This is an optimization exercise on Yosys and OpenROAD, whose aim is small area and a short achievable clock period, not a production implementation. RTL that was checked went through simulation tests only; none was proved equivalent to the original.

==> module adder_bf16, before the edit <==
module adder_bf16 #(
    parameter LEVEL = 1
) (
    input  [15:0] A,
    input  [15:0] B,
    input         kill,
    output [15:0] S
);
    wire kl = (LEVEL == 3) ? kill : 1'b0;
    wire       sa = A[15];
    wire       sb = B[15];
    wire [7:0] ea = A[14:7];
    wire [7:0] eb = B[14:7];
    wire ma  = &ea;
    wire mb  = &eb;
    wire na  = ma & A[0];
    wire nb  = mb & B[0];
    wire ia  = ma & ~A[0];
    wire ib  = mb & ~B[0];
    wire nan_out = na | nb | (ia & ib & (sa ^ sb));
    wire inf_out = ia | ib;
    wire sinf    = ia ? sa : sb;
    wire [7:0] p = ea ^ ~eb;
    wire [7:0] g = ea & ~eb;
    wire [7:0] t, u;
    wire [8:0] tc, uc;
    assign tc[0] = 1'b0;
    assign uc[0] = 1'b1;
    genvar i;
    generate
        for (i = 0; i < 8; i = i + 1) begin : td
            assign t[i]    = p[i] ^ tc[i];
            assign tc[i+1] = g[i] | (p[i] & tc[i]);
            assign u[i]    = p[i] ^ uc[i];
            assign uc[i+1] = g[i] | (p[i] & uc[i]);
        end
    endgenerate
    wire ce = tc[8];                    
    wire cu = uc[8];                    
    wire ee = cu & ~ce;                 
    wire [7:0] fc;
    assign fc[0] = 1'b1;
    generate
        for (i = 0; i < 7; i = i + 1) begin : fcmp
            assign fc[i+1] = (A[i] & ~B[i]) | (A[i] & fc[i]) | (~B[i] & fc[i]);
        end
    endgenerate
    wire agb = ce | (ee & fc[7]);       
    wire [6:0] fbig = agb ? A[6:0] : B[6:0];
    wire [6:0] fsml = agb ? B[6:0] : A[6:0];
    wire       hsml = agb ? |eb : |ea;
    wire       sbig = agb ? sa : sb;
    wire [7:0] eg   = cu ? ea : eb;
    wire       hbig = cu ? |ea : |eb;
    wire [9:0] xb = {hbig, fbig, 2'b00};
    wire [9:0] xs = {hsml, fsml, 2'b00};
    wire [7:0] sh = cu ? u : ~t;
    wire [9:0] ys = (|sh[7:4]) ? 10'd0 : (xs >> sh[3:0]);
    wire       op = sa ^ sb;
    wire [9:0] yo = ys ^ {10{op}};
    wire [10:0] sc;
    wire [10:0] sum;
    assign sc[0] = op;
    generate
        for (i = 0; i < 10; i = i + 1) begin : ad
            assign sum[i]  = xb[i] ^ yo[i] ^ sc[i];
            assign sc[i+1] = (xb[i] & yo[i]) | (xb[i] & sc[i]) | (yo[i] & sc[i]);
        end
    endgenerate
    assign sum[10] = sc[10] & ~op;
    reg [3:0] lz;
    integer k;
    always @* begin
        lz = 4'd15;
        for (k = 0; k <= 10; k = k + 1)
            if (sum[k]) lz = 4'd10 - k[3:0];
    end
    wire [10:0] v1 = lz[3] ? {sum[2:0], 8'b0} : sum;
    wire [10:0] v2 = lz[2] ? {v1[6:0], 4'b0} : v1;
    wire [10:0] v3 = lz[1] ? {v2[8:0], 2'b0} : v2;
    wire [10:0] v4 = lz[0] ? {v3[9:0], 1'b0} : v3;
    wire [8:0] ic;
    wire [7:0] eg1;
    assign ic[0] = 1'b1;
    generate
        for (i = 0; i < 8; i = i + 1) begin : inc
            assign eg1[i]  = eg[i] ^ ic[i];
            assign ic[i+1] = eg[i] & ic[i];
        end
    endgenerate
    wire [3:0] hm;                      
    wire [4:0] hb;
    assign hb[0] = 1'b1;
    generate
        for (i = 0; i < 4; i = i + 1) begin : dec
            assign hm[i]   = eg1[4+i] ^ hb[i];
            assign hb[i+1] = ~eg1[4+i] & hb[i];
        end
    endgenerate
    wire [3:0] lo;                      
    wire [4:0] lb;
    assign lb[0] = 1'b0;
    generate
        for (i = 0; i < 4; i = i + 1) begin : sub
            assign lo[i]   = eg1[i] ^ lz[i] ^ lb[i];
            assign lb[i+1] = (~eg1[i] & lz[i]) | (~eg1[i] & lb[i]) | (lz[i] & lb[i]);
        end
    endgenerate
    wire [7:0] ex = {lb[4] ? hm : eg1[7:4], lo};
    wire zero = ~v4[10];                           
    wire uf   = ~|eg[7:4] & (lz > eg[3:0]);        
    wire of   = sum[10] & (eg == 8'hFE);           
    assign S = kl      ? 16'h0000 :
               nan_out ? 16'h7F81 :
               inf_out ? {sinf, 8'hFF, 7'b0} :
               zero    ? {sa & sb, 15'b0} :
               uf      ? {sbig, 15'b0} :
               of      ? {sbig, 8'hFF, 7'b0} :
                         {sbig, ex, v4[9:3]};
endmodule
Settings: LEC_CHECK=0, CAP_MARGIN=20, CORE_MARGIN=2, CORE_UTILIZATION=40, SLEW_MARGIN=20; clock period 46.0 ns.
standard.sh (not shown) runs the stock make flow with config.mk's settings and CLKGATE_MAP_FILE= SYNTH_SCRIPT=/design/flow/synth_recipe.tcl, a recipe that flattens the netlist after the stock synthesis.
==> flow/flow/run.sh <==
#!/bin/bash
# Own layout flow: the standard flow with these changes.
#  - Synthesis keeps the module hierarchy until the final flatten (SYNTH_HIERARCHICAL=1).
#  - Full-adder cells (no half adders) are extracted only in multiplier_bf16, whose logic
#    is not run through Yosys's "abc -fast" before extraction; the other modules are.
#  - ABC maps with flow/area.abc (a delay target plus buffering and down-sizing)
#    instead of ORFS's script, except the adders of tree levels 2 and 3
#    (adder_bf16 with LEVEL=2 or 3), which it maps with flow/level2.abc and
#    flow/level3.abc, scripts that trade some area for speed.
#  - Port buffers are sky130_fd_sc_hd__buf_1.
# Each step's full output goes to its own log in this folder.
set -euo pipefail
W=$(pwd)
F=$W/flow
head -1 $W/synth_recipe.tcl | grep -q '^proc synth {args} { yosys synth -nofsm -noshare {\*}$args }$'
cat > $W/my_synth.tcl <<EOT
proc abc {args} {
  set i [lsearch -exact \$args -script]
  set base [lreplace \$args \$i [expr {\$i+1}]]
  yosys abc {*}\$base -script $F/level3.abc {\$paramod*adder_bf16*LEVEL=*11}
  yosys abc {*}\$base -script $F/level2.abc {\$paramod*adder_bf16*LEVEL=*10}
  yosys abc {*}\$base -script $F/area.abc {\$paramod*adder_bf16*LEVEL=*01} multiplier_bf16 bf16_mac_tree
}
proc extract_fa {args} { yosys extract_fa -fa multiplier_bf16 }
proc synth {args} {
  if {[lsearch -exact \$args fine:] >= 0} {
    yosys synth -nofsm -noshare -noabc {*}\$args
    yosys abc -fast {\$paramod*adder_bf16*} bf16_mac_tree
    yosys opt -fast
  } else {
    yosys synth -nofsm -noshare {*}\$args
  }
}
EOT
tail -n +2 $W/synth_recipe.tcl >> $W/my_synth.tcl
bash standard.sh SYNTH_SCRIPT=$W/my_synth.tcl SYNTH_HIERARCHICAL=1 synth > $W/synth.log 2>&1
bash standard.sh "BUFFER_PORTS_ARGS=-buffer_cell sky130_fd_sc_hd__buf_1" > $W/layout.log 2>&1
==> flow/flow/area.abc <==
strash
dc2
dch
map -D 7000
topo
buffer -c
dnsize -c
==> flow/flow/level2.abc <==
strash
dc2
dch
map -D 5000
topo
buffer -c
upsize -c
dnsize -c
==> flow/flow/level3.abc <==
strash
dc2
dch
map
topo
buffer -c
upsize -c
dnsize -c
==> next run, changes <==
--- a/flow/design.v
+++ b/flow/design.v
@@ -184,12 +184,14 @@
     wire [7:0] ea = A[14:7];
     wire [7:0] eb = B[14:7];
     wire ma  = &ea;
     wire mb  = &eb;
-    wire na  = ma & A[0];
-    wire nb  = mb & B[0];
-    wire ia  = ma & ~A[0];
-    wire ib  = mb & ~B[0];
+    wire nfa = |A[6:0];
+    wire nfb = |B[6:0];
+    wire na  = ma & nfa;
+    wire nb  = mb & nfb;
+    wire ia  = ma & ~nfa;
+    wire ib  = mb & ~nfb;
     wire nan_out = na | nb | (ia & ib & (sa ^ sb));
     wire inf_out = ia | ib;
     wire sinf    = ia ? sa : sb;
     wire [7:0] p = ea ^ ~eb;
@@ -222,10 +224,9 @@
     wire [6:0] fsml = agb ? B[6:0] : A[6:0];
     wire       hsml = agb ? |eb : |ea;
     wire       sbig = agb ? sa : sb;
     wire [7:0] eg   = cu ? ea : eb;
-    wire       hbig = cu ? |ea : |eb;
-    wire [9:0] xb = {hbig, fbig, 2'b00};
+    wire [9:0] xb = {|eg, fbig, 2'b00};
     wire [9:0] xs = {hsml, fsml, 2'b00};
     wire [7:0] sh = cu ? u : ~t;
     wire [9:0] ys = (|sh[7:4]) ? 10'd0 : (xs >> sh[3:0]);
     wire       op = sa ^ sb;
Routed wire length is lower by a few percent.
Global-route usage is lower by 1.6 points.
Critical path depth is higher by 10.
Via count is higher slightly.
Cell area is higher slightly.
Function not checked in the second run of this note: the RTL went through the layout flow alone.

static timing again, ports no longer ideal:
The results above use ideal ports. As a check the final layouts listed here were re-extracted and re-timed, cells and wires unchanged.
Step 1 (the two cells are an assumption about what drives the block):
set clk [get_ports {clk}]
set_driving_cell -lib_cell sky130_fd_sc_hd__clkbuf_16 $clk
set_driving_cell -lib_cell sky130_fd_sc_hd__buf_2 [delete_from_list [all_inputs] $clk]
Step 2 adds t to the input delays and takes it off the output delays; t is the mean of the earliest and latest rising clock arrival at the registers after step 1. Input paths then give back, and output paths get back, about the clock's delay inside the block.
Three values: no drivers, after step 1, after step 2; two values: the first two.
run | shift t [ns] | setup WS [ns] | worst setup path at the end | clock arrival spread, ns
the first run | 0.530 | 30.116 / 30.079 / 29.618 | input to register | 0.018 / 0.018
the second run | 0.547 | 30.019 / 29.957 / 29.736 | input to register | 0.017 / 0.018
After both steps every run listed still meets setup and hold. The setup slack of the first run, which loses most, moves by -0.037 ns with the drivers and by -0.498 ns with both steps.
